Source: an optimization exercise on an open RTL-to-GDS flow (aim: small area and a short achievable clock period). Production flows keep margins and buffers that such runs may drop.
The RTL of this run was laid out without a check of its function.

==> flow/design.v <==
`timescale 1ns / 1ps
module lab4_2( 
              input wire      mode,
              input wire[2:0] opCode,
              input wire[3:0] value,
              input clk,
              input reset,
              output reg[9:0] result,
              output reg cacheFull,
              output reg invalidOp,
              output reg overflow);
	reg [9:0] p1;
	reg [5:0] j;
	reg       w;
	reg [5:0] size;
	reg [3:0] offset;
	reg [2:0] ops  [0:31];
	reg [3:0] vals [0:31];
	reg [2:0] op;
	reg [3:0] v;
	reg       is_setr;	 
	wire in_ok   = ~(opCode[1] & opCode[0]);
	wire load_ok = ~mode & in_ok & ~size[5];
	always @(posedge clk) begin
		if (load_ok) begin
			ops[size[4:0]]  <= opCode;
			vals[size[4:0]] <= value;
		end
	end
	wire is_add2 = ~op[2] & op[0];
	wire is_fma  = ~op[2] & op[1];
	wire [11:0] sadd = {2'b00, result} + (is_add2 ? {2'b00, p1} : 12'd0) + {8'd0, v};
	wire [10:0] a11 = {1'b0, p1};
	wire [11:0] b12 = {2'b00, result};
	reg  [10:0] rows [0:5];
	reg  [10:0] negs;
	integer k;
	reg one, two, neg, bm;
	reg [10:0] mg;
	always @(*) begin
		negs = 11'd0;
		for (k = 0; k < 6; k = k + 1) begin
			bm = (k == 0) ? 1'b0 : b12[2*k-1];
			one = b12[2*k] ^ bm;
			two = (b12[2*k+1] & ~b12[2*k] & ~bm) | (~b12[2*k+1] & b12[2*k] & bm);
			neg = b12[2*k+1];
			mg = one ? a11 : two ? {a11[9:0], 1'b0} : 11'd0;
			rows[k] = (mg ^ {11{neg}}) << (2*k);
			negs[2*k] = neg;
		end
	end
	wire [10:0] tf = rows[0] + rows[1] + rows[2] + rows[3] + rows[4] + rows[5] + negs + {7'd0, v};
	reg big;
	integer m;
	always @(*) begin
		big = 1'b0;
		for (m = 1; m < 10; m = m + 1)
			big = big | ((|(result >> m)) & (|(p1 >> (10 - m))));
	end
	reg [3:0] popc;
	integer q;
	always @(*) begin
		popc = 4'd0;
		for (q = 0; q < 10; q = q + 1) popc = popc + result[q];
	end
	wire [9:0] brev = {result[0], result[1], result[2], result[3], result[4],
	                   result[5], result[6], result[7], result[8], result[9]};
	wire [9:0] res_new = op[2] ? (op[0] ? brev : {6'd0, popc}) :
	                     is_fma ? tf[9:0] : sadd[9:0];
	wire       ovf_new = ~op[2] & (is_fma ? (big | tf[10]) : (sadd[11] | sadd[10]));
	wire [3:0] off_new = is_setr ? v : offset;
	wire [5:0] i_new = w ? {2'b00, off_new} : j;
	wire       off_lt = size[5] | ({1'b0, off_new} < size[4:0]);
	wire       j_lt   = size[5] | (j[4:0] < size[4:0]);
	wire       f_valid = w ? off_lt : j_lt;
	wire [2:0] f_op = f_valid ? ops[i_new[4:0]]  : 3'b000;
	wire [3:0] f_v  = f_valid ? vals[i_new[4:0]] : 4'b0000;
	wire [5:0] j_new = i_new + 6'd1;
	wire       w_new = w ? ({2'b00, off_new} + 6'd1 == size) : (j + 6'd1 == size);
	wire [5:0] s_inc = size + 6'd1;
	always @(posedge clk or posedge reset) begin
		if (reset) begin
			result <= 10'd0; p1 <= 10'd0; j <= 6'd1; w <= 1'b0; size <= 6'd0; offset <= 4'd0;
			cacheFull <= 1'b0; invalidOp <= 1'b0; overflow <= 1'b0;
			op <= 3'b000; v <= 4'b0000; is_setr <= 1'b0;
		end else if (~mode) begin
			overflow <= 1'b0;
			invalidOp <= ~in_ok;
			if (in_ok) begin
				if (size[5]) cacheFull <= 1'b1;
				else begin
					size <= s_inc;
					w <= (j == s_inc);
				end
			end
			if (load_ok && j[4:0] == s_inc[4:0]) begin
				op <= opCode;
				v <= value;
				is_setr <= opCode[2] & opCode[1];
			end
		end else begin
			invalidOp <= 1'b0;
			offset <= off_new;
			j <= j_new;
			w <= w_new;
			op <= f_op;
			v <= f_v;
			is_setr <= f_op[2] & f_op[1];
			if (!is_setr) begin
				result <= res_new;
				overflow <= ovf_new;
				p1 <= result;
			end
		end
	end
endmodule
==> flow/flow/run.sh <==
#!/bin/bash
# Standard layout, with sizing free to change a cell's footprint (the platform
# default restricts resizing to cells of the same footprint).
set -euo pipefail
bash standard.sh MATCH_CELL_FOOTPRINT=0 finish > standard.log 2>&1
==> flow/standard.sh <==
#!/bin/bash
# synth_recipe.tcl (not shown) runs the flow's synth.tcl, then flattens the netlist and writes it again
# the make line also repeats each setting of config.mk as NAME=value (left out here)
make -C /OpenROAD-flow-scripts/flow DESIGN_CONFIG=/design/flow/config.mk WORK_HOME=/design/flow/orfs CLKGATE_MAP_FILE= SYNTH_SCRIPT=/design/flow/synth_recipe.tcl "${@:-finish}"
==> flow/config.mk <==
export PLATFORM = sky130hd
export DESIGN_NAME = lab4_2
export DESIGN_NICKNAME = lab4_2
export VERILOG_FILES = /design/flow/design.v
export SDC_FILE = /design/flow/constraint.sdc
export NUM_CORES = 4
export LEC_CHECK = 0
export CAP_MARGIN = 20
export CORE_MARGIN = 2
export CORE_UTILIZATION = 40
export CTS_BUF_LIST = sky130_fd_sc_hd__clkbuf_16
export CTS_CLUSTER_DIAMETER = 100
export CTS_CLUSTER_SIZE = 22
export SETUP_SLACK_MARGIN = 3.5
export SLEW_MARGIN = 20
==> flow/constraint.sdc <==
create_clock -name core_clock -period 8.0 [get_ports {clk}]
set_input_delay 1.6000 -clock core_clock [delete_from_list [all_inputs] [get_ports {clk}]]
set_output_delay 1.6000 -clock core_clock [all_outputs]
set_load 0.01 [all_outputs]
==> results.toml <==
[cts]
htreeDepth = 1
cts_root_buffer = "clkbuf_16"
clk_pin_slew_ns = 0.10
insertion_delay_ns = 0.51
cts_sinks = 272
cts_hold_buf = 0
numCtsBuffers = 17
cts_buffer_depth = 3
cts_tree = "yes"

[sta]
finalSetupTns_ns = 0
post-route-min-period_ns = 4.371
relSlewSlack = 0.3834
setup_violations = 0
drv_slew = 0
fmax_mhz = 228.8
fin_skew_ns = 0.01831
rsz0062_at_grt = "true"
fin_crit_sh = 0.5464
hold_viol = 0
worst_slew_pin_slew_ns = 0.9249

[setup_path]
critPathKind = "reg -> reg"
cp-start-kind = "flip-flop"
path_max_fanout = 20
crit_slowest_cell = "dfrtp_2"
reg2reg_setup_slack_ns = 3.63
end_kind = "flip-flop"
cp_cell_sequence = "inv_1 -> ha_1 -> o31ai_1 -> ha_1 -> inv_1 -> fa_1 -> fa_1 -> xnor2_1 -> xnor2_1 -> xnor2_1 -> xnor2_1 -> xnor3_1 -> nand4bb_1 -> nand3_1"
cp_data_required_time_ns = 8.44
cpMostUsedCell = "xnor2_1"
critPathBufInv = 2
path_delay_family = "adder cells"
worst_ep_arrival_time_ns = 4.81
cpPeakStageDelay_ns = 0.65

[floorplanning]
start_util = 0.4052
die_area_um2 = 38460
placementRows = 70
die_w_um = 196.1
die_h_um = 196.1
io_pins = 23
core_area_um2 = 36430

[place]
dpl.hpwl_um = 24070
io_buffers = 22
gp_congestion = 0.8852
place_area_um2 = 15400

[route]
drtAntennaViolNets = 0
drt_iter0_drc = 748
drt_first_pass_iters = 5
route.detailed.drc = 0
wirelength_um = 36110
vias = 9459
viasPerCell = 5.674
avgRoutedWirePerCell_um = 21.66

[global_routing]
grt_max_degree = 49
grt_overflow_total = 0
antenna_found_initial = 0
grt_pass1_vias = 9305
grtUsageTotal = 0.1887
grt_pass1_wl_um = 55580

[logic_synthesis]
ys_types = 72
async_flop_share = 0.1765
syn_area_um2 = 14760
synth_most_common_cell = "edfxtp_1"
synth_commonest_cells = "edfxtp_1, nor2_1, a21oi_1"
synth_area_per_cell_um2 = 12.41
synth_top_area_frac = 0.4556
yosys-top-cells-area = "edfxtp_1, dfrtp_1, mux4_2"
ys_warn_count = 2
seq_area_frac_synth = 0.5371
synth_top_area_cell = "edfxtp_1"
synth_nets = 1286
synth_edf_count = 224
synth_cells = 1190
synth_top_flop_cell = "edfxtp_1"
synth_seq_cells = 272

[flow_run]
cap_violations = 0

[layout]
nets = 1284
drive_above_1_share = 0.1093
stdcell_area_um2 = 16110
area_delta_synth_final_pct = 9.102
num_antenna_cells = 0

[outcome]
status = "timing/DRC/antenna clean"

[hold_path]
min_path_type = "reg -> reg"
==> timing repair <==
| action | CTS | global route |
|---|---|---|
| setup endpoints to repair | 7 | 6 |
| pin swaps | 0 | 1 |
| gates resized for setup | 10 | 12 |
| cloned | 0 | 0 |
| buffers inserted | 5 | 11 |
==> layout make-up <==
cell class / instances / area [µm²]
well taps: 468 / 585.6
multi-input cells: 766 / 6295
fillers: 3345 / 20330
clock inverters: 13 / 83.83
repair buffers: 56 / 479.2
flip-flops and latches: 272 / 7943
clock buffers: 17 / 425.4
inverters: 75 / 295.3
==> kinds of logic after synthesis <==
| group | after synthesis | synth area share |
|---|---|---|
| flip-flops | 272 | 0.5371 |
| AO/OA/AOI/OAI | 249 | 0.1065 |
| multiplexers | 90 | 0.09891 |
| XOR/XNOR | 74 | 0.04483 |
| adder cells (fa/ha/maj) | 86 | 0.08763 |
| AND/OR/NAND/NOR | 267 | 0.08492 |
| buffers and inverters | 152 | 0.04009 |
==> sequential cells by signal (all words and copies together), names as in the netlist, 4 cells and up <==
| register | cells |
|---|---|
| offset | 4 |
| j | 6 |
| vals | 128 |
| v | 4 |
| size | 6 |
| result | 10 |
| p1 | 10 |
| ops | 96 |
==> worst reg2reg max path, cell delays in order, from the launching register on <==
cell and delay, ns:
dfrtp_2 0.65, inv_1 0.31, ha_1 0.43, o31ai_1 0.34
ha_1 0.30, inv_1 0.07, fa_1 0.43, fa_1 0.44
xnor2_1 0.18, xnor2_1 0.15, xnor2_1 0.16, xnor2_1 0.14
xnor3_1 0.44, nand4bb_1 0.19, nand3_1 0.08
==> metal layers <==
metal  track usage  wire, µm  share of wire  vias to the layer above
met5             0         0              0                        -
met4       0.06173      1152          0.032                        0
met3       0.02063      1588          0.044                       58
met1        0.2542     15710           0.44                     4746
li1              -         -              -                     4383
met2        0.3207     17660           0.49                      272
==> placed cells by master (no fill, tap or decap), types with 5 or more instances in the layout <==
| master | instances |
|---|---|
| edfxtp_1 | 224 |
| nor2_1 | 84 |
| a21oi_1 | 78 |
| inv_1 | 75 |
| nand2_1 | 69 |
| o21ai_0 | 56 |
| ha_1 | 53 |
| xnor2_1 | 50 |
| mux4_2 | 43 |
| mux2i_1 | 41 |
| dfrtp_1 | 40 |
| buf_4 | 33 |
| nand3_1 | 31 |
| fa_1 | 29 |
| a211oi_1 | 28 |
| xor2_1 | 23 |
| clkdlybuf4s50_1 | 22 |
| nor3_1 | 20 |
| clkbuf_16 | 17 |
| o31ai_1 | 12 |
| nor2b_1 | 11 |
| and2_1 | 11 |
| o211ai_1 | 10 |
| and3_1 | 9 |
| o22ai_1 | 8 |
| a21o_1 | 7 |
| o21a_1 | 6 |
| nand4_1 | 6 |
| nand2b_1 | 5 |
| nor3b_1 | 5 |
| dfrtp_2 | 5 |
==> path summary, 6_finish.rpt <==
path	cells after the start	to	start
min in group asynchronous	3	p1[4]$_DFFE_PP0P_	reset
hold / removal	1	cacheFull$_DFFE_PP0P_	cacheFull$_DFFE_PP0P_
setup / recovery	14	overflow$_DFFE_PP0P_	result[7]$_DFFE_PP0P_
setup reg to reg	14	overflow$_DFFE_PP0P_	result[7]$_DFFE_PP0P_
max in group asynchronous	3	result[4]$_DFFE_PP0P_	reset
hold reg to reg	1	cacheFull$_DFFE_PP0P_	cacheFull$_DFFE_PP0P_
==> metrics by stage <==
stage	utilization	instances	hold WS (ns)	setup WS, ns
finish	0.4421	1667	0.4846	3.629
global placement	0.4228	1621	0.4408	2.953
global route	0.4421	1667	0.5038	3.368
floorplan	-	1190	0.4492	3.503
detailed placement	0.4228	1621	0.4587	2.902
CTS	0.4387	1656	0.4848	3.510

==> what the ideal ports hide <==
No port has a modelled driver above. Below, the same layout with a new extraction and two added sets of constraints. Step 1 assumes that a clkbuf_16 drives the clock port and a buf_2 every other input. Step 2 adds t to the input delays and takes it off the output delays; t is the mean of the earliest and latest rising clock arrival at the registers after step 1. Input paths then give back, and output paths get back, about the clock's delay inside the block. Slacks: ideal ports / drivers / drivers and shift; pairs: ideal ports / drivers.
t, ns: 0.549
setup WS [ns]: 3.629 / 3.629 / 3.370
hold slack, ns: 0.485 / 0.485 / 0.485
clock arrival spread, ns: 0.020 / 0.020
worst data-port slew with drivers (ns): 0.04
After both steps setup and hold are still met in this run. The setup slack of this run moves by 0.000 ns with the drivers and by -0.259 ns with both steps.
